From an optimization exercise on the open Yosys and OpenROAD flow, aimed at small area; shortcuts taken in it are not production practice. At most, simulation tests tie the RTL to the original design; equivalence was not proved. No driver is modelled on the clock port, so clocking that relies on it looks cheaper here than on a real chip. Power and IR drop assume default switching activity.

old:
==> module GPS, before the edit <==
module GPS
(
input clk,
input rst,             
input  rx,             
output err,            
output [7:0] Din,      
output RS, RW,
output EN
);
localparam [3:0] F0 = 4'd13,
                 F1 = 4'd10,
                 F2 = 4'd5,
                 F3 = 4'd11,
                 F4 = 4'd6,
                 F5 = 4'd12,
                 F6 = 4'd8,
                 F7 = 4'd0,
                 F8 = 4'd1,
                 F9 = 4'd3,
                 F10 = 4'd7,
                 F11 = 4'd15,
                 F12 = 4'd14;
function [3:0] succ;
	input [3:0] x;
	succ = {x[2:0], ~(~(x[0] | ~x[1]) ^ x[3])};
endfunction
reg [3:0]  rb;
reg        half;
reg [11:0] h;      
reg [7:0]  rd;     
reg [3:0]  ph;     
reg [4:0]  s;      
wire idle  = (rb == F10);
wire pend  = (rb == F11);
wire hterm = (h == 12'd3233);           
wire hload = idle | hterm;
always @(posedge clk) begin
	if (hload) h <= 12'd0;
	else       h <= {~h[10:0], h[11] ^ h[0]};
end
wire is_dollar = (rd == 8'h24);
wire [3:0] sf = s[3:0];
wire sdol    = (sf == F3) | (sf == F4) | (sf == F5) | (sf == F6);
wire writing = s[4] & (sdol | ~is_dollar);
wire wr_now  = pend & writing & (ph == sf);
always @(posedge clk) begin
	if (rst) begin
		rb <= F10; half <= 1'b0;
	end else if (idle) begin
		rb <= rx ? F10 : F0; half <= 1'b0;
	end else if (pend) begin
		if (!writing || ph == sf) begin rb <= F9; half <= 1'b1; end
	end else if (hterm) begin
		if (!half) begin
			if (rb == F0 && rx)   begin rb <= F10; half <= 1'b1; end
			else if (rb == F9)    begin rb <= rx ? F11 : F10; half <= ~rx; end
			else                  half <= 1'b1;
		end else begin
			rb <= (rb == F9) ? F10 : succ(rb); half <= 1'b0;
		end
	end
end
always @(posedge clk)
	if (hterm && !half && rb != F9)
		rd <= {rx, rd[7:1]};
assign err = idle & half;
localparam [4:0] W0 = {1'b0, F8},  W1 = {1'b0, F9},  W2 = {1'b0, F10},
                 W3 = {1'b0, F11},    W4 = {1'b0, F12},
                 W5 = {1'b0, F7},    W6 = {1'b0, F0},    W7 = {1'b0, F2},
                 W8 = {1'b0, F3},    W9 = {1'b0, F6};
wire is_comma  = (rd == 8'h2C);
wire is_G      = (rd == 8'h47);
wire is_P      = (rd == 8'h50);
wire is_A      = (rd == 8'h41);
wire tk    = s[4];
wire wcom  = (sf == F7) | (sf == F0) | (sf == F2) | (sf == F3) | (sf == F6);
wire m_G   = (sf == F8) | (sf == F10) | (sf == F11);
wire match = ~tk & ((m_G & is_G) | ((sf == F9) & is_P) | ((sf == F12) & is_A) |
                    (~m_G & (sf != F9) & (sf != F12) & is_comma));
wire [3:0] ssucc = succ(sf);
wire [3:0] ncode = (~tk & wcom) ? sf :
                   (~tk & (sf == F12)) ? F7 :
                   (tk & (sf == F6)) ? F8 : ssucc;
wire ntk = ~tk ? wcom : ~((sf == F12) | (sf == F1) | (sf == F2) | (sf == F5) | (sf == F6));
wire adv  = pend & (writing ? (ph == sf) : match);
wire dres = rst | (pend & ~writing & is_dollar);
always @(posedge clk)
	if (dres)     s <= W0;
	else if (adv) s <= {ntk, ncode};
reg [103:0] ring;
reg clr;           
always @(posedge clk) begin
	if (rst) ph <= F0;
	else     ph <= succ(ph);
	clr <= rst | (clr & (ph != F12));
end
wire [7:0] rin = wr_now ? rd : (clr ? 8'h00 : ring[7:0]);
always @(posedge clk) ring <= {rin, ring[103:8]};
localparam [5:0] RSTP = {2'b01, F0};
reg [16:0] c;
reg [5:0]  pos;
wire cterm = (c == 17'd112661);         
always @(posedge clk) begin
	if (rst)        c <= 17'd112661;
	else if (cterm) c <= 17'd0;
	else            c <= {~c[15:0], c[16] ^ c[2]};
end
wire [3:0] pf = pos[3:0];
wire [3:0] pn = succ(pf);
wire cafter = (pf == F12) | (pf == F1) | (pf == F2) | (pf == F5) |
              (pf == F6) | (pf == F8) | (pf == F10);
wire [2:0] unit = pos[2:0];
wire ulast = (unit == 3'd4);
always @(posedge clk) begin
	if (rst) pos <= RSTP;
	else if (cterm) begin
		if (pos == RSTP)                      pos <= 6'd32;
		else if (pos[5] & ulast & (pos[4:3] == 2'b10)) pos <= {2'b01, F12};
		else if (pos[5])                      pos <= {1'b1, ulast ? {pos[3], ~pos[4]} : pos[4:3],
		                                              unit[1:0], ~(unit[2] ^ (unit[0] & ~unit[1]))};
		else if (pos[4] | ~cafter)            pos <= {2'b00, pn};
		else                                  pos <= {2'b01, pf};
	end
end
reg [7:0] N, DR;
wire wt  = pend & writing;
wire [7:0] N_in = (ph == pn) ? rin : N;
always @(posedge clk) begin
	N <= N_in;
	if (cterm)                                      DR <= (wt & (sf == pn)) ? rd : N_in;
	else if (wt & (sf == pf) & (pos[5:4] == 2'b00)) DR <= rd;
end
reg [7:0] cval;
always @* begin
	if (pos[5])
		case (pos[4:3])
		2'b00: cval = 8'h38;
		2'b01: cval = 8'h01;
		2'b11: cval = 8'h06;
		default: cval = 8'h0C;
		endcase
	else
		case (pf)
		F12: cval = 8'h80;
		F1:  cval = 8'hDF;
		F2:  cval = 8'h20;
		F5:  cval = 8'hDF;
		F6:  cval = 8'hC0;
		F8:  cval = 8'h3A;
		F10: cval = 8'h3A;
		default: cval = 8'h00;
		endcase
end
assign Din = (pos[5] | pos[4]) ? cval : DR;
assign EN  = ~(cterm & (~pos[5] | ulast));
assign RS  = ~pos[5] & (pos != RSTP) &
             ~(pos[4] & ((pf == F12) | (pf == F6)) & ~cterm);
assign RW  = 1'b0;
endmodule
==> flow/config.mk <==
export PLATFORM = sky130hd
export DESIGN_NAME = GPS
export DESIGN_NICKNAME = GPS
export VERILOG_FILES = /design/flow/design.v
export SDC_FILE = /design/flow/constraint.sdc
export NUM_CORES = 4
export LEC_CHECK = 0
export CAP_MARGIN = 20
export CORE_MARGIN = 2
export CORE_UTILIZATION = 40
export SLEW_MARGIN = 20
==> flow/constraint.sdc <==
create_clock -name core_clock -period 48.0 [get_ports {clk}]
set_input_delay 9.6000 -clock core_clock [delete_from_list [all_inputs] [get_ports {clk}]]
set_output_delay 9.6000 -clock core_clock [all_outputs]
set_load 0.01 [all_outputs]
standard.sh (not shown) runs the stock make flow with config.mk's settings and CLKGATE_MAP_FILE= SYNTH_SCRIPT=/design/flow/synth_recipe.tcl, a recipe that flattens the netlist after the stock synthesis.
==> flow/flow/run.sh <==
#!/bin/bash
# The standard ORFS layout with these changes:
#  - synthesis: the standard script, but abc uses flow/area.abc (area
#    oriented) for the combinational logic; registers are unchanged;
#  - port buffers: buf_1.
# Full tool output: flow.log here, and ORFS's per-step logs under orfs/logs.
set -euo pipefail
HERE=$(pwd)
export AREA_ABC_SCRIPT="$HERE/flow/area.abc"
export CTS_ARGS="-sink_clustering_enable -repair_clock_nets -dont_use_dummy_load -buf_list sky130_fd_sc_hd__clkbuf_4"
export BUFFER_PORTS_ARGS="-buffer_cell sky130_fd_sc_hd__buf_1"
export POST_CTS_TCL="$HERE/flow/post_cts.tcl"
export PC_SLEW_PS=122
bash standard.sh SYNTH_SCRIPT="$HERE/flow/synth.tcl" finish > flow.log 2>&1
Other scripts of this flow, unchanged in this note and not shown: flow/flow/area.abc, flow/flow/post_cts.tcl, flow/flow/synth.tcl
old: all stages complete, timing, DRC and antenna checks passed
--- input diff old..new ---
--- a/flow/design.v
+++ b/flow/design.v
@@ -5,28 +5,28 @@
 input  rx,             
 output err,            
 output [7:0] Din,      
 output RS, RW,
 output EN
 );
-localparam [3:0] F0 = 4'd13,
-                 F1 = 4'd10,
-                 F2 = 4'd5,
-                 F3 = 4'd11,
-                 F4 = 4'd6,
-                 F5 = 4'd12,
-                 F6 = 4'd8,
-                 F7 = 4'd0,
-                 F8 = 4'd1,
-                 F9 = 4'd3,
-                 F10 = 4'd7,
-                 F11 = 4'd15,
-                 F12 = 4'd14;
+localparam [3:0] F0 = 4'd0,
+                 F1 = 4'd1,
+                 F2 = 4'd3,
+                 F3 = 4'd7,
+                 F4 = 4'd15,
+                 F5 = 4'd14,
+                 F6 = 4'd12,
+                 F7 = 4'd9,
+                 F8 = 4'd2,
+                 F9 = 4'd5,
+                 F10 = 4'd10,
+                 F11 = 4'd4,
+                 F12 = 4'd8;
 function [3:0] succ;
 	input [3:0] x;
-	succ = {x[2:0], ~(~(x[0] | ~x[1]) ^ x[3])};
+	succ = {x[2:0], ~(x[1] | ~x[2]) ^ ~x[3]};
 endfunction
 reg [3:0]  rb;
 reg        half;
 reg [11:0] h;      
 reg [7:0]  rd;     
 reg [3:0]  ph;     
Results
- new reports its end point of the critical path as Din[2] while old reports RS.
- new against old: number of combinational gates with multiple inputs dropped 7, cell area barely changed.
- Number of non-filler instances in the completed layout | new below old
- On relative contribution of combinational cells to total power: new sits below old.
- In the flow results for old and new, the clock period minus worst slack is larger on old.
The RTL of new was laid out without a check of its function.

==> re-timing with driven ports <==
In the flow no input, the clock included, has a driving cell. The finished layouts below were timed again as built, in two steps.
Step 1, drivers: a clkbuf_16 drives clk and a buf_2 each remaining input, both assumed.
Step 2, shift: input delay + t, output delay - t, t = (earliest + latest rising clock arrival at the registers) / 2. This alone moves slack from input paths to output paths.
a / b / c = no drivers / after step 1 / after step 2; a / b = the first two.
run	t (ns)	setup slack, ns	worst hold slack (ns)	worst register clock-pin slew, ns	cell pins on the clock port's net
old	0.579	35.489 / 35.456 / 36.035	0.305 / 0.305 / 0.305	0.11 / 0.11	1
new	0.565	35.847 / 35.815 / 36.379	0.304 / 0.304 / 0.304	0.12 / 0.12	1
After both steps every run listed still meets setup and hold.
